What follows belongs to an exercise in optimizing a design on an open flow for small area, a short achievable clock period and few clock cycles; a production flow would make more cautious choices. RTL that was checked went through simulation tests only; none was proved equivalent to the original.

==> flow/design.v (excerpt) <==
module vendingMachine(
   clk,
   reset,
   coinInA,
   coinInB,
   coinInC,
   coinInD,
   itemTypeIn,
   itemNumberIn,
   forceIn,
   coinOutA,
   coinOutB,
   coinOutC,
   coinOutD,
   itemTypeOut,
   itemNumberOut,
   serviceTypeOut
);
Size: about 1300 cells after synthesis, ~45 flip-flops, roughly 63 I/O pins.
export LEC_CHECK = 0
export ABC_AREA = 1
export CAP_MARGIN = 20
export CORE_MARGIN = 2
export CORE_UTILIZATION = 40
export SLEW_MARGIN = 20
create_clock -name core_clock -period 6.0 [get_ports {clk}]
standard.sh (not shown) runs the stock make flow with config.mk's settings and CLKGATE_MAP_FILE= SYNTH_SCRIPT=/design/flow/synth_recipe.tcl, a recipe that flattens the netlist after the stock synthesis.
==> flow/flow/run.sh <==
#!/bin/bash
# The standard layout, except in synthesis: adders are left to ABC as plain
# gates (not mapped to full/half-adder cells), and ABC maps for area with
# its area-oriented mapper (amap).  The ORFS scripts are used through links,
# with only abc_area.script replaced.
set -euo pipefail
here=$(pwd)
mkdir -p scripts
for f in "$FLOW_HOME"/scripts/*; do ln -sf "$f" scripts/; done
rm -f scripts/abc_area.script
cp flow/abc_area.script scripts/abc_area.script
bash standard.sh ADDER_MAP_FILE= SCRIPTS_DIR="$here/scripts" finish > flow_make.log 2>&1
==> flow/flow/abc_area.script <==
strash
dch
amap
topo
stime -c
buffer -c
upsize -c
dnsize -c
The first run finished but fails on setup timing.
==> next run, changes <==
==> flow/flow/run.sh (replaced) <==
#!/bin/bash
# The standard layout, except that synthesis leaves adders to ABC as plain
# gates instead of mapping them to the library's full/half-adder cells.
set -euo pipefail
bash standard.sh ADDER_MAP_FILE= finish > flow_make.log 2>&1
removed: flow/flow/abc_area.script
Result: The changed run passed the timing, design-rule and antenna checks; final cell count went up by 4.5%; fmax went up by 20%; hold slack degrades by 0.12 ns; wire length went down by 18%; setup slack improves by 1.2 ns; synthesized area went up by 26%; sequential cell count is unchanged.
No run of this note included a check of the RTL's function; only the layout flow was run.

========
build 29:
vendingMachine, a different RTL version from the one above (not shown whole).
For scale: roughly 45 flip-flops, roughly 63 I/O pins.
clock: 6.0 ns
lec_check: 0
abc_area: 1
cap_margin: 20
core_margin: 2
core_utilization: 40
cts_cluster_diameter: 300
cts_cluster_size: 64
slew_margin: 20
==> flow/flow/run.sh <==
#!/bin/bash
# The standard layout, with these changes:
# - synthesis leaves adders to ABC as plain gates instead of mapping them
#   to the full/half-adder cells;
# - each port gets a buf_2 as its buffer.
set -euo pipefail
here=$(pwd)
mkdir -p scripts
for f in "$FLOW_HOME"/scripts/*; do ln -sf "$f" scripts/; done
rm -f scripts/abc_area.script
cp flow/abc_area.script scripts/abc_area.script
bash standard.sh ADDER_MAP_FILE= SCRIPTS_DIR="$here/scripts" "BUFFER_PORTS_ARGS=-buffer_cell sky130_fd_sc_hd__buf_2" finish > flow_make.log 2>&1
==> flow/flow/abc_area.script <==
strash
&get -n
&deepsyn -J 5 -S 1
&put
balance
balance -l
resub -K 6 -l
rewrite -l
resub -K 6 -N 2 -l
refactor -l
resub -K 8 -l
balance -l
resub -K 8 -N 2 -l
rewrite -l
resub -K 10 -l
rewrite -z -l
resub -K 10 -N 2 -l
balance -l
resub -K 12 -l
refactor -z -l
resub -K 12 -N 2 -l
rewrite -z -l
balance -l
dch
map -B 0.9
topo
stime -c
buffer -c
upsize -c
dnsize -c
Testbench counts of build 29, summed over its fixed seeds: cycles 15,992.
diff inputs: build 29 => build 76
Settings: CTS_CLUSTER_DIAMETER removed (was 300); CORE_UTILIZATION changed from 40 to 35; CTS_CLUSTER_SIZE removed (was 64).
Results
Relative to build 29, the transition at the pin with the smallest max-transition slack of build 76 is lower by 0.21 ns.
Delta (build 76 minus build 29): last weighted congestion value of the routability-driven placer picked up an extra about 6%, relative area change from synthesis to final layout rose 2.4 points, worst-case clock skew did not really move, number of signal-net buffers in the layout went up 10.
Build 76: done, clean on timing, DRC and antenna
Here is what was changed in the inputs of build 42 compared with build 76.
Settings: CORE_UTILIZATION changed from 35 to 40.
-- flow/flow/abc_area.script --
<<< build 76, line 2
&get -n
&deepsyn -J 5 -S 1
&put
balance
balance -l
>>> build 42, line 2
&get -n
&deepsyn -T 20
&put
balance -l
Findings:
What the final checks of build 42 revealed, after a flow that finished every stage, was a layout that fails on setup timing.
For the maximum fanout along the worst path, build 42 came in 2 lower than build 76 did.
Area growth from synthesis to final layout was higher in the run labelled build 42.
Delta (build 42 minus build 76): fmax fell 0.019 GHz, well tap count fell 17%.
What build 75 does differently from build 42 at the input level:
-- flow/flow/abc_area.script --
<<< build 42, line 2
&get -n
&deepsyn -T 20
&put
>>> build 75, line 2
&get -n
&deepsyn -T 60
&put
Notes after the runs:
- NOTE: non-clock buffer count in build 75 falls short of that of build 42
- Taking build 75 as 1.0, build 42 lands at 1.07 on total wire length after detailed routing.
- Build 75 reports its launching element of the worst setup path as s5[3]$_DFFE_PP_ while build 42 reports s5[4]$_DFFE_PP_.
- The lower detailed-router iteration count before antenna repair of build 75 and build 42 is in build 75.
- When build 75 is set beside build 42, its effective utilization at floorplan turns out to be 0.24 points smaller.
- Both conditions hold for build 75: the flow ran to the end and the final layout passed the timing, design-rule and antenna checks.
- Of build 75 and build 42, the run reporting the higher met2 routing resource usage after global routing was build 42.
- On clock skew, build 75 tracks build 42 almost exactly.
- Total die area deteriorates in build 75 relative to build 42.
- Of build 75 and build 42, the lower clock period minus final worst setup slack belongs to build 75.
- The lower buffers inserted during post-CTS setup optimization came out of build 75.
- Global-route usage came out lower on build 75 than on build 42.
> inputs changed (build 75 -> build 48)
==> flow/flow/run.sh <==
#!/bin/bash
# The standard layout, with these changes:
# - synthesis leaves adders to ABC as plain gates instead of mapping them
#   to the full/half-adder cells;
# - each port gets a buf_1 as its buffer.
set -euo pipefail
here=$(pwd)
mkdir -p scripts
for f in "$FLOW_HOME"/scripts/*; do ln -sf "$f" scripts/; done
rm -f scripts/abc_area.script
cp flow/abc_area.script scripts/abc_area.script
bash standard.sh ADDER_MAP_FILE= SCRIPTS_DIR="$here/scripts" "BUFFER_PORTS_ARGS=-buffer_cell sky130_fd_sc_hd__buf_1" finish > flow_make.log 2>&1
-- flow/flow/abc_area.script --
<<< build 75, line 2
&get -n
&deepsyn -T 60
&put
balance -l
>>> build 48, line 2
&get -n
&deepsyn -J 5 -S 1
&put
balance
balance -l
Findings:
- Diff build 75 -> build 48: final setup TNS about even; number of cells on the critical path fell 1; time the worst path needs with I/O delays and setup fell 0.026 ns; final layout net count fell about 1%.
Relative to build 48, the following input files were edited for build 28:
==> flow/flow/run.sh <==
#!/bin/bash
# The standard layout, with these changes:
# - synthesis leaves adders to ABC as plain gates instead of mapping them
#   to the full/half-adder cells;
# - each port gets a buf_2 as its buffer.
set -euo pipefail
here=$(pwd)
mkdir -p scripts
for f in "$FLOW_HOME"/scripts/*; do ln -sf "$f" scripts/; done
rm -f scripts/abc_area.script
cp flow/abc_area.script scripts/abc_area.script
bash standard.sh ADDER_MAP_FILE= SCRIPTS_DIR="$here/scripts" "BUFFER_PORTS_ARGS=-buffer_cell sky130_fd_sc_hd__buf_2" finish > flow_make.log 2>&1
-- flow/flow/abc_area.script --
<<< build 48, line 1
strash
&get -n
>>> build 28, line 1
strash
&get -n
&deepsyn -J 5 -S 1
&put
balance
balance -l
resub -K 6 -l
rewrite -l
resub -K 6 -N 2 -l
refactor -l
resub -K 8 -l
balance -l
resub -K 8 -N 2 -l
rewrite -l
resub -K 10 -l
rewrite -z -l
resub -K 10 -N 2 -l
balance -l
resub -K 12 -l
refactor -z -l
resub -K 12 -N 2 -l
rewrite -z -l
balance -l
&get -n
Results
- Relative to build 48, the pre-CTS setup slack of build 28 is lower by 0.12 ns.
- Taking build 48 as the reference, in build 28 synthesized area lost 220 µm²; routed wire length -800 µm; minimum setup slack in the final design went down by 0.19 ns.
- Measured against each other, build 28 and build 48 differ in final critical-path share of the clock period, the higher figure coming from build 28.
- Per the comparison of build 28 with build 48, post-cts resize count saw an increase, achievable frequency shows a reduction of 3.2%.

[separate check: timing with driven ports]
The results above use ideal ports. As a check the final layouts listed here were re-extracted and re-timed, cells and wires unchanged.
Step 1: set_driving_cell puts a clkbuf_16 on clk and a buf_2 on each other input, an assumption about the parent block.
Step 2 adds t to the input delays and takes it off the output delays; t is the mean of the earliest and latest rising clock arrival at the registers after step 1. Input paths then give back, and output paths get back, about the clock's delay inside the block.
Three values: no drivers, after step 1, after step 2; two values: the first two.
run	t, ns	slack for setup (ns)	slew at the worst register clock pin (ns)
the first run of note 1	0.341	-0.926 / -0.926 / -0.926	0.08 / 0.08
the second run of note 1	0.332	0.243 / 0.204 / 0.116	0.07 / 0.07
build 29	0.335	0.416 / 0.376 / 0.345	0.08 / 0.08
build 76	0.345	0.410 / 0.369 / 0.427	0.08 / 0.08
build 42	0.350	-0.246 / -0.292 / 0.058	0.08 / 0.08
build 75	0.333	0.301 / 0.261 / 0.224	0.07 / 0.07
build 48	0.346	0.327 / 0.280 / 0.247	0.08 / 0.08
build 28	0.331	0.138 / 0.096 / 0.270	0.07 / 0.07
The setup slack of the second run of note 1, which loses most, moves by -0.039 ns with the drivers and by -0.127 ns with both steps.
